Background: an optimization exercise with open tools, aiming at small area, a short achievable clock period and few clock cycles. Do not read the settings as production practice. Where RTL was checked, it was by simulation tests only, not by an equivalence proof against the original. No activity file was given, so power comes from the tool's default toggle rates.

==> run M: inputs <==
Design TPU, start of the top module:
module TPU(
    input         clk,
    input         rst_n,
    input         in_valid,
    input  [15:0] K,
    input  [7:0]  M,
    input  [7:0]  N,
    output reg    busy,
    output        A_wr_en,
    output [15:0] A_index,
    output [31:0] A_data_in,
    input  [31:0] A_data_out,
    output        B_wr_en,
    output [15:0] B_index0,
    output [15:0] B_index1,
    output [31:0] B_data_in,
    input  [31:0] B_data_out0,
    input  [31:0] B_data_out1,
    output        C_wr_en,
    output [15:0] C_index,
    output [127:0] C_data_in,
    input  [127:0] C_data_out
  );
  assign A_wr_en   = 1'b0;
  assign B_wr_en   = 1'b0;
  assign A_data_in = 32'd0;
  assign B_data_in = 32'd0;
  wire [7:0]  M_s = {M[7:1], M[0] | ~|M[7:1]};
  wire [7:0]  N_s = {N[7:1], N[0] | ~|N[7:1]};
  wire [15:0] K_s = {K[15:1], K[0] | ~|K[15:1]};
  reg [7:0]  Mr, Nr;
  reg [15:0] Kr;
  reg [7:0]  blkN;         
  reg [15:0] Kp1, K1m;     
  reg        run;          
  reg [15:0] krem;         
  reg [2:0]  bub;          
  reg        tfirst;       
  reg        jfirst;       
  reg        newcol;       
  reg [7:0]  i_rm, i_cn;   
  reg [15:0] a_idx, b_idx0, b_idx1;
  reg        v0, f0, l0;
  reg [7:0]  mask0;
  assign A_index  = a_idx;
  assign B_index0 = b_idx0;
  assign B_index1 = b_idx1;
  wire [2:0] i_mq1 = (i_rm >= 8'd4) ? 3'd3 : (i_rm[2:0] - 3'd1);    
  wire       i_h2  = (i_cn > 8'd4);
  wire [2:0] i_w1  = i_h2 ? {i_mq1[1:0], 1'b1} : i_mq1;              
  wire [7:0] i_mask;
  genvar gi;
  generate
    for (gi = 0; gi < 8; gi = gi + 1) begin : g_mask
      assign i_mask[7-gi] = (i_cn > gi);
    end
  endgenerate
  wire        slot    = run && (bub == 3'd0);
  wire        lastk   = (krem == 16'd1);
  wire [15:0] b_step  = tfirst ? (newcol ? Kp1 : K1m) : 16'd1;
  always @(posedge clk)
  begin
    if (slot)
    begin
      if (jfirst)
      begin
  ...
Settings: LEC_CHECK=0, CAP_MARGIN=20, CORE_MARGIN=2, CORE_UTILIZATION=40, SLEW_MARGIN=20; clock period 10.0 ns.
standard.sh (not shown) runs the stock make flow with config.mk's settings and CLKGATE_MAP_FILE= SYNTH_SCRIPT=/design/flow/synth_recipe.tcl, a recipe that flattens the netlist after the stock synthesis.
==> flow/flow/run.sh <==
#!/bin/bash
# Layout flow: the standard ORFS flow (standard synthesis unchanged), with
# timing repair (floorplan, CTS, global route) aiming for SETUP_MARGIN ns of
# setup slack at the design's clock period, so that the layout is repaired
# towards a shorter achieved period. Everything else is standard.sh.
set -euo pipefail
SETUP_MARGIN=6.4
bash standard.sh SETUP_SLACK_MARGIN=$SETUP_MARGIN finish > make_finish.log 2>&1
==> run G: changes against run M <==
--- a/flow/design.v
+++ b/flow/design.v
@@ -220,25 +220,26 @@
     C[12] <= fc_52;
     S[13] <= fs_54;
     C[13] <= fc_53;
     S[14] <= fs_55;
     C[14] <= fc_54;
     S[15] <= fs_56;
     C[15] <= fc_55;
     Q <= {fc_56, hc_40};
-    H <= first ? 16'd0 : H + {15'd0, Q[0]} + {15'd0, Q[1]} - 16'd1;
+    H <= first ? 16'd0 : H + {15'd0, Q[0]} + {15'd0, Q[1]};
   end
 endmodule
 module systolic_array_4x8 (
   input  wire         clk,
   input  wire         first,
   input  wire [47:0]  a_enc,    
   input  wire [63:0]  b_bus,    
   input  wire [2:0]   wsel,     
+  input  wire [15:0]  wn,       
   output reg  [127:0] c_row
   );
   wire [15:0] S [0:31];
   wire [15:0] C [0:31];
   wire [15:0] H [0:31];
   wire [1:0]  Q [0:31];
   genvar r, c;
   generate
@@ -250,37 +251,40 @@
                .S(S[r*8+c]), .C(C[r*8+c]), .H(H[r*8+c]), .Q(Q[r*8+c]));
       end
     end
   endgenerate
   reg [15:0] rS [0:3];
   reg [15:0] rC [0:3];
   reg [15:0] rH [0:3];
   reg [1:0]  rQ [0:3];
+  reg [15:0] rN;
   integer j;
   always @(posedge clk)
   begin
+    rN <= wn;
     for (j = 0; j < 4; j = j + 1)
     begin
       rS[j] <= S[{wsel, j[1:0]}];
       rC[j] <= C[{wsel, j[1:0]}];
       rH[j] <= H[{wsel, j[1:0]}];
       rQ[j] <= Q[{wsel, j[1:0]}];
     end
   end
-  reg [15:0] hq;
-  always @*
-  begin
-    c_row = 128'd0;
-    for (j = 0; j < 4; j = j + 1)
-    begin
-      hq = {15'd0, rQ[j][0]} + {15'd0, rQ[j][1]} - 16'd1;
-      c_row[127-32*j -: 32] = {rH[j], rS[j]} + {16'd0, rC[j]} + {hq, 16'd0};
+  genvar q;
+  generate
+    for (q = 0; q < 4; q = q + 1) begin : g_out
+      wire [1:0]  qv = {1'b0, rQ[q][0]} + {1'b0, rQ[q][1]} + 2'd1;
+      wire [15:0] nn = ~rN;
+      wire [15:0] hs = rH[q] ^ nn ^ {14'd0, qv};
+      wire [15:0] hc = (rH[q] & nn) | (rH[q] & {14'd0, qv}) | (nn & {14'd0, qv});
+      always @*
+        c_row[127-32*q -: 32] = {hs, rS[q]} + {hc[14:0], 1'b0, rC[q]};
     end
-  end
+  endgenerate
 endmodule
 module TPU(
     input         clk,
     input         rst_n,
     input         in_valid,
     input  [15:0] K,
     input  [7:0]  M,
     input  [7:0]  N,
@@ -316,113 +320,110 @@
   reg [2:0]  bub;          
   reg        tfirst;       
   reg        jfirst;       
   reg        newcol;       
   reg [7:0]  i_rm, i_cn;   
   reg [15:0] a_idx, b_idx0, b_idx1;
   reg        v0, f0, l0;
   reg [7:0]  mask0;
-  assign A_index  = a_idx;
-  assign B_index0 = b_idx0;
-  assign B_index1 = b_idx1;
+  assign A_index  = a_out;
+  assign B_index0 = b_out0;
+  assign B_index1 = b_out1;
   wire [2:0] i_mq1 = (i_rm >= 8'd4) ? 3'd3 : (i_rm[2:0] - 3'd1);    
   wire       i_h2  = (i_cn > 8'd4);
   wire [2:0] i_w1  = i_h2 ? {i_mq1[1:0], 1'b1} : i_mq1;              
   wire [7:0] i_mask;
   genvar gi;
   generate
     for (gi = 0; gi < 8; gi = gi + 1) begin : g_mask
       assign i_mask[7-gi] = (i_cn > gi);
     end
   endgenerate
   wire        slot    = run && (bub == 3'd0);
   wire        lastk   = (krem == 16'd1);
   wire [15:0] b_step  = tfirst ? (newcol ? Kp1 : K1m) : 16'd1;
+  wire [15:0] a_st  = (jfirst || (tfirst && newcol)) ? 16'd0 : a_idx + 16'd1;
+  wire [15:0] b0_st = jfirst ? 16'd0 : b_idx0 + b_step;
+  wire [15:0] b1_st = jfirst ? Kr    : b_idx1 + b_step;
+  wire [15:0] a_nx  = slot ? a_st  : a_idx;
+  wire [15:0] b0_nx = slot ? b0_st : b_idx0;
+  wire [15:0] b1_nx = slot ? b1_st : b_idx1;
+  reg  [15:0] a_out, b_out0, b_out1;
   always @(posedge clk)
   begin
+    a_idx  <= a_nx;
+    b_idx0 <= b0_nx;
+    b_idx1 <= b1_nx;
+    a_out  <= a_st;
+    b_out0 <= b0_st;
+    b_out1 <= b1_st;
     if (slot)
-    begin
-      if (jfirst)
-      begin
-        a_idx  <= 16'd0;
-        b_idx0 <= 16'd0;
-        b_idx1 <= Kr;
-      end
-      else
-      begin
-        a_idx  <= (tfirst && newcol) ? 16'd0 : a_idx + 16'd1;
-        b_idx0 <= b_idx0 + b_step;
-        b_idx1 <= b_idx1 + b_step;
-      end
       mask0 <= i_mask;
-    end
   end
+  wire start = in_valid && !busy;
   always @(posedge clk or negedge rst_n)
   begin
     if (!rst_n)
     begin
       run <= 1'b0;
-      krem <= 16'd0;
-      bub <= 3'd0;
-      tfirst <= 1'b0;
-      jfirst <= 1'b0;
-      newcol <= 1'b0;
-      i_rm <= 8'd0;
-      i_cn <= 8'd0;
       v0 <= 1'b0;
       f0 <= 1'b0;
       l0 <= 1'b0;
     end
     else
     begin
       v0 <= slot;
       f0 <= slot && tfirst;
       l0 <= slot && lastk;
-      if (in_valid && !busy)
-      begin
-        run    <= 1'b1;
-        krem   <= K_s;
-        bub    <= 3'd0;
-        tfirst <= 1'b1;
-        jfirst <= 1'b1;
-        newcol <= 1'b1;
-        i_rm   <= M_s;
-        i_cn   <= N_s;
-      end
-      else if (run)
+      if (start)
+        run <= 1'b1;
+      else if (slot && lastk && i_rm <= 8'd4 && i_cn <= 8'd8)
+        run <= 1'b0;
+    end
+  end
+  always @(posedge clk)
+  begin
+    if (start)
+    begin
+      krem   <= K_s;
+      bub    <= 3'd0;
+      tfirst <= 1'b1;
+      jfirst <= 1'b1;
+      newcol <= 1'b1;
+      i_rm   <= M_s;
+      i_cn   <= N_s;
+    end
+    else if (run)
+    begin
+      if (bub != 3'd0)
+        bub <= bub - 3'd1;
+      else
       begin
-        if (bub != 3'd0)
-          bub <= bub - 3'd1;
-        else
+        tfirst <= 1'b0;
+        jfirst <= 1'b0;
+        if (lastk)
         begin
-          tfirst <= 1'b0;
-          jfirst <= 1'b0;
-          if (lastk)
+          krem   <= Kr;
+          tfirst <= 1'b1;
+          bub    <= i_w1;
+          if (i_rm > 8'd4)
           begin
-            krem   <= Kr;
-            tfirst <= 1'b1;
-            bub    <= i_w1;
-            if (i_rm > 8'd4)
-            begin
-              i_rm   <= i_rm - 8'd4;
-              newcol <= 1'b0;
-            end
-            else
-            begin
-              i_rm   <= Mr;
-              i_cn   <= i_cn - 8'd8;
-              newcol <= 1'b1;
-              if (i_cn <= 8'd8)
-                run <= 1'b0;
-            end
+            i_rm   <= i_rm - 8'd4;
+            newcol <= 1'b0;
           end
           else
-            krem <= krem - 16'd1;
+          begin
+            i_rm   <= Mr;
+            i_cn   <= i_cn - 8'd8;
+            newcol <= 1'b1;
+          end
         end
+        else
+          krem <= krem - 16'd1;
       end
     end
   end
   reg [47:0] a_enc;        
   function [11:0] booth8;
     input [7:0] x;
     integer k;
     reg [8:0] y;
@@ -458,23 +459,25 @@
     end
     else
     begin
       f1 <= f0;
       l1 <= l0;
     end
   end
   reg  [2:0]   wsel;
+  reg  [15:0]  w_n;         
   wire [127:0] c_row;
   systolic_array_4x8 SA (
     .clk  (clk),
     .first(f1),
     .a_enc(a_enc),
     .b_bus(b_reg),
     .wsel (wsel),
+    .wn   (w_n),
     .c_row(c_row)
   );
   reg  [7:0]  t_rm, t_cn;   
   reg  [15:0] t_base;       
   reg  [7:0]  t_colbase;    
   reg         w_act;        
   reg  [1:0]  w_r;
   reg         w_h;
@@ -503,95 +506,82 @@
     w_idx_d <= w_ptr + {15'd0, w_h};
     c_idx_r <= w_idx_d;
   end
   always @(posedge clk or negedge rst_n)
   begin
     if (!rst_n)
     begin
       busy <= 1'b0;
-      Mr <= 8'd0;
-      Nr <= 8'd0;
-      Kr <= 16'd0;
-      blkN <= 8'd0;
-      Kp1 <= 16'd0;
-      K1m <= 16'd0;
-      t_rm <= 8'd0;
-      t_cn <= 8'd0;
-      t_base <= 16'd0;
-      t_colbase <= 8'd0;
       w_act <= 1'b0;
-      w_r <= 2'd0;
-      w_h <= 1'b0;
-      w_left <= 3'd0;
-      w_H <= 1'b0;
-      w_final <= 1'b0;
-      w_ptr <= 16'd0;
       fin <= 1'b0;
       fin_d <= 1'b0;
       w_act_d <= 1'b0;
       c_wr_en_r <= 1'b0;
     end
     else
     begin
-      blkN <= (Nr + 8'd3) >> 2;
-      Kp1  <= Kr + 16'd1;
-      K1m  <= 16'd1 - Kr;
       w_act_d <= w_act;
       c_wr_en_r <= w_act_d;
-      fin <= 1'b0;
+      fin <= w_act && (w_left == 3'd1) && w_final;
       fin_d <= fin;
-      if (in_valid && !busy)
-      begin
+      if (start)
         busy <= 1'b1;
-        Mr <= M_s;
-        Nr <= N_s;
-        Kr <= K_s;
-        t_rm <= M_s;
-        t_cn <= N_s;
-        t_base <= 16'd0;
-        t_colbase <= 8'd0;
-      end
       else if (fin_d)
         busy <= 1'b0;
-      if (w_act)
+      if (l1)
+        w_act <= 1'b1;
+      else if (w_act && (w_left == 3'd1))
+        w_act <= 1'b0;
+    end
+  end
+  always @(posedge clk)
+  begin
+    blkN <= (Nr + 8'd3) >> 2;
+    Kp1  <= Kr + 16'd1;
+    K1m  <= 16'd1 - Kr;
+    if (start)
+    begin
+      Mr <= M_s;
+      Nr <= N_s;
+      Kr <= K_s;
+      t_rm <= M_s;
+      t_cn <= N_s;
+      t_base <= 16'd0;
+      t_colbase <= 8'd0;
+    end
+    if (w_act)
+    begin
+      w_left <= w_left - 3'd1;
+      w_n    <= w_n + 16'd1;
+      if (w_H && !w_h)
+        w_h <= 1'b1;
+      else
       begin
-        if (w_left == 3'd1)
-        begin
-          w_act <= 1'b0;
-          if (w_final)
-            fin <= 1'b1;
-        end
-        w_left <= w_left - 3'd1;
-        if (w_H && !w_h)
-          w_h <= 1'b1;
-        else
-        begin
-          w_h   <= 1'b0;
-          w_r   <= w_r + 2'd1;
-          w_ptr <= w_ptr + {8'd0, blkN};
-        end
+        w_h   <= 1'b0;
+        w_r   <= w_r + 2'd1;
+        w_ptr <= w_ptr + {8'd0, blkN};
       end
-      if (l1)
+    end
+    if (l1)
+    begin
+      w_r     <= 2'd0;
+      w_h     <= 1'b0;
+      w_left  <= t_H ? {t_mq[1:0], 1'b0} : t_mq;
+      w_n     <= Kr;
+      w_H     <= t_H;
+      w_final <= t_lrb && t_lcp;
+      w_ptr   <= t_base;
+      if (t_lrb)
       begin
-        w_act   <= 1'b1;
-        w_r     <= 2'd0;
-        w_h     <= 1'b0;
-        w_left  <= t_H ? {t_mq[1:0], 1'b0} : t_mq;
-        w_H     <= t_H;
-        w_final <= t_lrb && t_lcp;
-        w_ptr   <= t_base;
-        if (t_lrb)
-        begin
-          t_rm      <= Mr;
-          t_cn      <= t_cn - 8'd8;
-          t_colbase <= t_colbase + 8'd2;
-          t_base    <= {8'd0, t_colbase} + 16'd2;
-        end
-        else
-        begin
-          t_rm   <= t_rm - 8'd4;
-          t_base <= t_base + {6'd0, blkN, 2'b00};
-        end
+        t_rm      <= Mr;
+        t_cn      <= t_cn - 8'd8;
+        t_colbase <= t_colbase + 8'd2;
+        t_base    <= {8'd0, t_colbase} + 16'd2;
+      end
+      else
+      begin
+        t_rm   <= t_rm - 8'd4;
+        t_base <= t_base + {6'd0, blkN, 2'b00};
       end
     end
   end
 endmodule
CORE_UTILIZATION = 60   (was 40)
==> impl_metrics.json <==
{
  "synth_area_mm2": 0.162,
  "synth_seq_cells": 2311,
  "seq-cell-share_pct": 26.3,
  "mostFrequentLayoutCell": "inv_1",
  "dpl.hpwl_mm": 356,
  "status": "complete, no violations",
  "signal_buffer_area_fraction_pct": 3.76,
  "cp-endpoint": "B_index1[15]",
  "wl_met1_mm": 223
}
Source of the figures above: run M

==> impl_metrics.json <==
{
  "cp-endpoint": "c_din_r[83]",
  "core_mm2": 0.252,
  "dpl.hpwl_mm": 368,
  "synth_seq_cells": 2391,
  "synth-simple-area-share_pct": 12.4,
  "hold_depth": 0,
  "seq-cell-share_pct": 29.5,
  "synth_area_mm2": 0.152,
  "synth_mux_area_share_pct": 2.30,
  "slew_violations": 0,
  "comb_power_share_pct": 49.3,
  "mostFrequentLayoutCell": "dfxtp_1",
  "status": "complete, no violations",
  "die_w_um": 507
}
Source of the figures above: run G

Testbench counts of run M, summed over its fixed seeds: cycles 577,824.
Testbench counts of run G, summed over its fixed seeds: cycles 577,824.


==> run a: inputs <==
Another version of the RTL of TPU (not shown whole).
make LEC_CHECK=0 CAP_MARGIN=20 CORE_MARGIN=2 CORE_UTILIZATION=40 SLEW_MARGIN=20 finish   # period 10.0 ns
run.sh (not shown) runs the stock make flow with config.mk's settings and CLKGATE_MAP_FILE= SYNTH_SCRIPT=/design/flow/synth_recipe.tcl, a recipe that flattens the netlist after the stock synthesis.
Stock flow here: none of the scripts above is used.
==> inputs of run b, as changes to run a <==
--- a/flow/design.v
+++ b/flow/design.v
@@ -306,37 +306,25 @@
       for (c = 0; c < 8; c = c + 1) begin : g_col
         PE pe (.clk(clk), .first(first),
                .a(a_bus[31-8*r -: 8]), .b(b_bus[63-8*c -: 8]),
                .S(S[r*8+c]), .C(C[r*8+c]), .H(H[r*8+c]), .Q(Q[r*8+c]));
       end
     end
   endgenerate
-  reg [15:0] rS [0:3];
-  reg [15:0] rC [0:3];
-  reg [15:0] rH [0:3];
-  reg [1:0]  rQ [0:3];
   integer j;
-  always @(posedge clk)
-  begin
-    for (j = 0; j < 4; j = j + 1)
-    begin
-      rS[j] <= S[{wsel, j[1:0]}];
-      rC[j] <= C[{wsel, j[1:0]}];
-      rH[j] <= H[{wsel, j[1:0]}];
-      rQ[j] <= Q[{wsel, j[1:0]}];
-    end
-  end
+  reg [4:0]  n;
   reg [15:0] hq;
   always @*
   begin
     c_row = 128'd0;
     for (j = 0; j < 4; j = j + 1)
     begin
-      hq = {15'd0, rQ[j][0]} + {15'd0, rQ[j][1]} - 16'd1;
-      c_row[127-32*j -: 32] = {rH[j], rS[j]} + {16'd0, rC[j]} + {hq, 16'd0};
+      n  = {wsel, j[1:0]};
+      hq = {15'd0, Q[n][0]} + {15'd0, Q[n][1]} - 16'd1;
+      c_row[127-32*j -: 32] = {H[n], S[n]} + {16'd0, C[n]} + {hq, 16'd0};
     end
   end
 endmodule
 module TPU(
     input         clk,
     input         rst_n,
     input         in_valid,
@@ -512,130 +500,112 @@
     .clk  (clk),
     .first(f1),
     .a_bus(a_reg),
     .b_bus(b_reg),
     .wsel (wsel),
     .c_row(c_row)
   );
-  reg  [7:0]  t_rm, t_cn;   
-  reg  [15:0] t_base;       
-  reg  [7:0]  t_colbase;    
   reg         w_act;        
   reg  [1:0]  w_r;
   reg         w_h;
-  reg  [2:0]  w_left;       
-  reg         w_H;          
-  reg         w_final;      
   reg  [15:0] w_ptr;        
-  reg         fin, fin_d;
-  reg         w_act_d;
-  reg  [15:0] w_idx_d;
+  reg  [7:0]  w_colbase;    
+  reg  [7:0]  w_rm, w_cn;
+  reg         fin;
   reg         c_wr_en_r;
   reg  [15:0] c_idx_r;
   reg  [127:0] c_din_r;
   assign C_wr_en   = c_wr_en_r;
   assign C_index   = c_idx_r;
   assign C_data_in = c_din_r;
-  wire       t_lrb = (t_rm <= 8'd4);        
-  wire       t_lcp = (t_cn <= 8'd8);        
-  wire       t_H   = (t_cn > 8'd4);
-  wire [2:0] t_mq  = t_lrb ? t_rm[2:0] : 3'd4;
+  wire w_h2     = (w_cn > 8'd4);
+  wire w_rowend = !w_h2 || w_h;
+  wire w_last_r = (w_r == 2'd3) || ((w_rm <= 8'd4) && ({6'd0, w_r} + 8'd1 == w_rm));
   always @*
     wsel = {w_r, w_h};
   always @(posedge clk)
   begin
     c_din_r <= c_row;
-    w_idx_d <= w_ptr + {15'd0, w_h};
-    c_idx_r <= w_idx_d;
+    c_idx_r <= w_ptr + {15'd0, w_h};
   end
   always @(posedge clk or negedge rst_n)
   begin
     if (!rst_n)
     begin
       busy <= 1'b0;
       Mr <= 8'd0;
       Nr <= 8'd0;
       Kr <= 16'd0;
       blkN <= 8'd0;
       Kp1 <= 16'd0;
       K1m <= 16'd0;
-      t_rm <= 8'd0;
-      t_cn <= 8'd0;
-      t_base <= 16'd0;
-      t_colbase <= 8'd0;
       w_act <= 1'b0;
       w_r <= 2'd0;
       w_h <= 1'b0;
-      w_left <= 3'd0;
-      w_H <= 1'b0;
-      w_final <= 1'b0;
       w_ptr <= 16'd0;
+      w_colbase <= 8'd0;
+      w_rm <= 8'd0;
+      w_cn <= 8'd0;
       fin <= 1'b0;
-      fin_d <= 1'b0;
-      w_act_d <= 1'b0;
       c_wr_en_r <= 1'b0;
     end
     else
     begin
       blkN <= (Nr + 8'd3) >> 2;
       Kp1  <= Kr + 16'd1;
       K1m  <= 16'd1 - Kr;
-      w_act_d <= w_act;
-      c_wr_en_r <= w_act_d;
+      c_wr_en_r <= w_act;
       fin <= 1'b0;
-      fin_d <= fin;
       if (in_valid && !busy)
       begin
         busy <= 1'b1;
         Mr <= M_s;
         Nr <= N_s;
         Kr <= K_s;
-        t_rm <= M_s;
-        t_cn <= N_s;
-        t_base <= 16'd0;
-        t_colbase <= 8'd0;
+        w_ptr <= 16'd0;
+        w_colbase <= 8'd0;
+        w_rm <= M_s;
+        w_cn <= N_s;
       end
-      else if (fin_d)
+      else if (fin)
         busy <= 1'b0;
       if (w_act)
       begin
-        if (w_left == 3'd1)
-        begin
-          w_act <= 1'b0;
-          if (w_final)
-            fin <= 1'b1;
-        end
-        w_left <= w_left - 3'd1;
-        if (w_H && !w_h)
+        if (!w_rowend)
           w_h <= 1'b1;
         else
         begin
-          w_h   <= 1'b0;
-          w_r   <= w_r + 2'd1;
-          w_ptr <= w_ptr + {8'd0, blkN};
+          w_h <= 1'b0;
+          if (!w_last_r)
+          begin
+            w_r   <= w_r + 2'd1;
+            w_ptr <= w_ptr + {8'd0, blkN};
+          end
+          else
+          begin
+            w_act <= 1'b0;
+            if (w_rm > 8'd4)
+            begin
+              w_rm  <= w_rm - 8'd4;
+              w_ptr <= w_ptr + {8'd0, blkN};
+            end
+            else
+            begin
+              w_rm <= Mr;
+              w_cn <= w_cn - 8'd8;
+              w_colbase <= w_colbase + 8'd2;
+              w_ptr <= {8'd0, w_colbase} + 16'd2;
+              if (w_cn <= 8'd8)
+                fin <= 1'b1;
+            end
+          end
         end
       end
       if (l1)
       begin
-        w_act   <= 1'b1;
-        w_r     <= 2'd0;
-        w_h     <= 1'b0;
-        w_left  <= t_H ? {t_mq[1:0], 1'b0} : t_mq;
-        w_H     <= t_H;
-        w_final <= t_lrb && t_lcp;
-        w_ptr   <= t_base;
-        if (t_lrb)
-        begin
-          t_rm      <= Mr;
-          t_cn      <= t_cn - 8'd8;
-          t_colbase <= t_colbase + 8'd2;
-          t_base    <= {8'd0, t_colbase} + 16'd2;
-        end
-        else
-        begin
-          t_rm   <= t_rm - 8'd4;
-          t_base <= t_base + {6'd0, blkN, 2'b00};
-        end
+        w_act <= 1'b1;
+        w_r   <= 2'd0;
+        w_h   <= 1'b0;
       end
     end
   end
 endmodule
==> summary of the runs <==
Between run a and run b, the lower synthesized cell count is in run b (gap 3.2%, measured against run b).
Against run b, the final area of run a is higher by about 3.4%.
In run a the cell count is larger than in run b, by 3.5%.
Between run b and run a, the lower total power is in run b (gap about 3.4%, measured against run a).
Fmax: run b is smaller than run a (about 35%).
Via count: run b is lower than run a (2.3%).
In run b the area after synthesis is smaller than in run a, by about 3%.
Testbench counts of run a, summed over its fixed seeds: cycles 577,824.
Function not checked in run b: the RTL went through the layout flow alone.

static timing again, ports no longer ideal:
The results above use ideal ports. As a check the final layouts listed here were re-extracted and re-timed, cells and wires unchanged. Step 1, drivers: a clkbuf_16 drives clk and a buf_2 each remaining input, both assumed. Step 2 adds t to the input delays and takes it off the output delays; t is the mean of the earliest and latest rising clock arrival at the registers after step 1. Input paths then give back, and output paths get back, about the clock's delay inside the block. a / b / c = ideal / step 1 / step 2; a / b = the first two.
run	t, ns	setup WS [ns]	worst setup path at the end	cell pins on the clock port's net
run M	1.050	6.384 / 6.266 / 5.842	input to register	1
run G	1.036	6.123 / 6.123 / 5.761	input to register	1
run a	1.061	5.256 / 5.256 / 5.256	register to register	1
run b	1.032	2.683 / 2.683 / 2.683	register to register	1
After both steps setup and hold are still met in every run listed. The setup slack of run M, which loses most, moves by -0.118 ns with the drivers and by -0.542 ns with both steps.
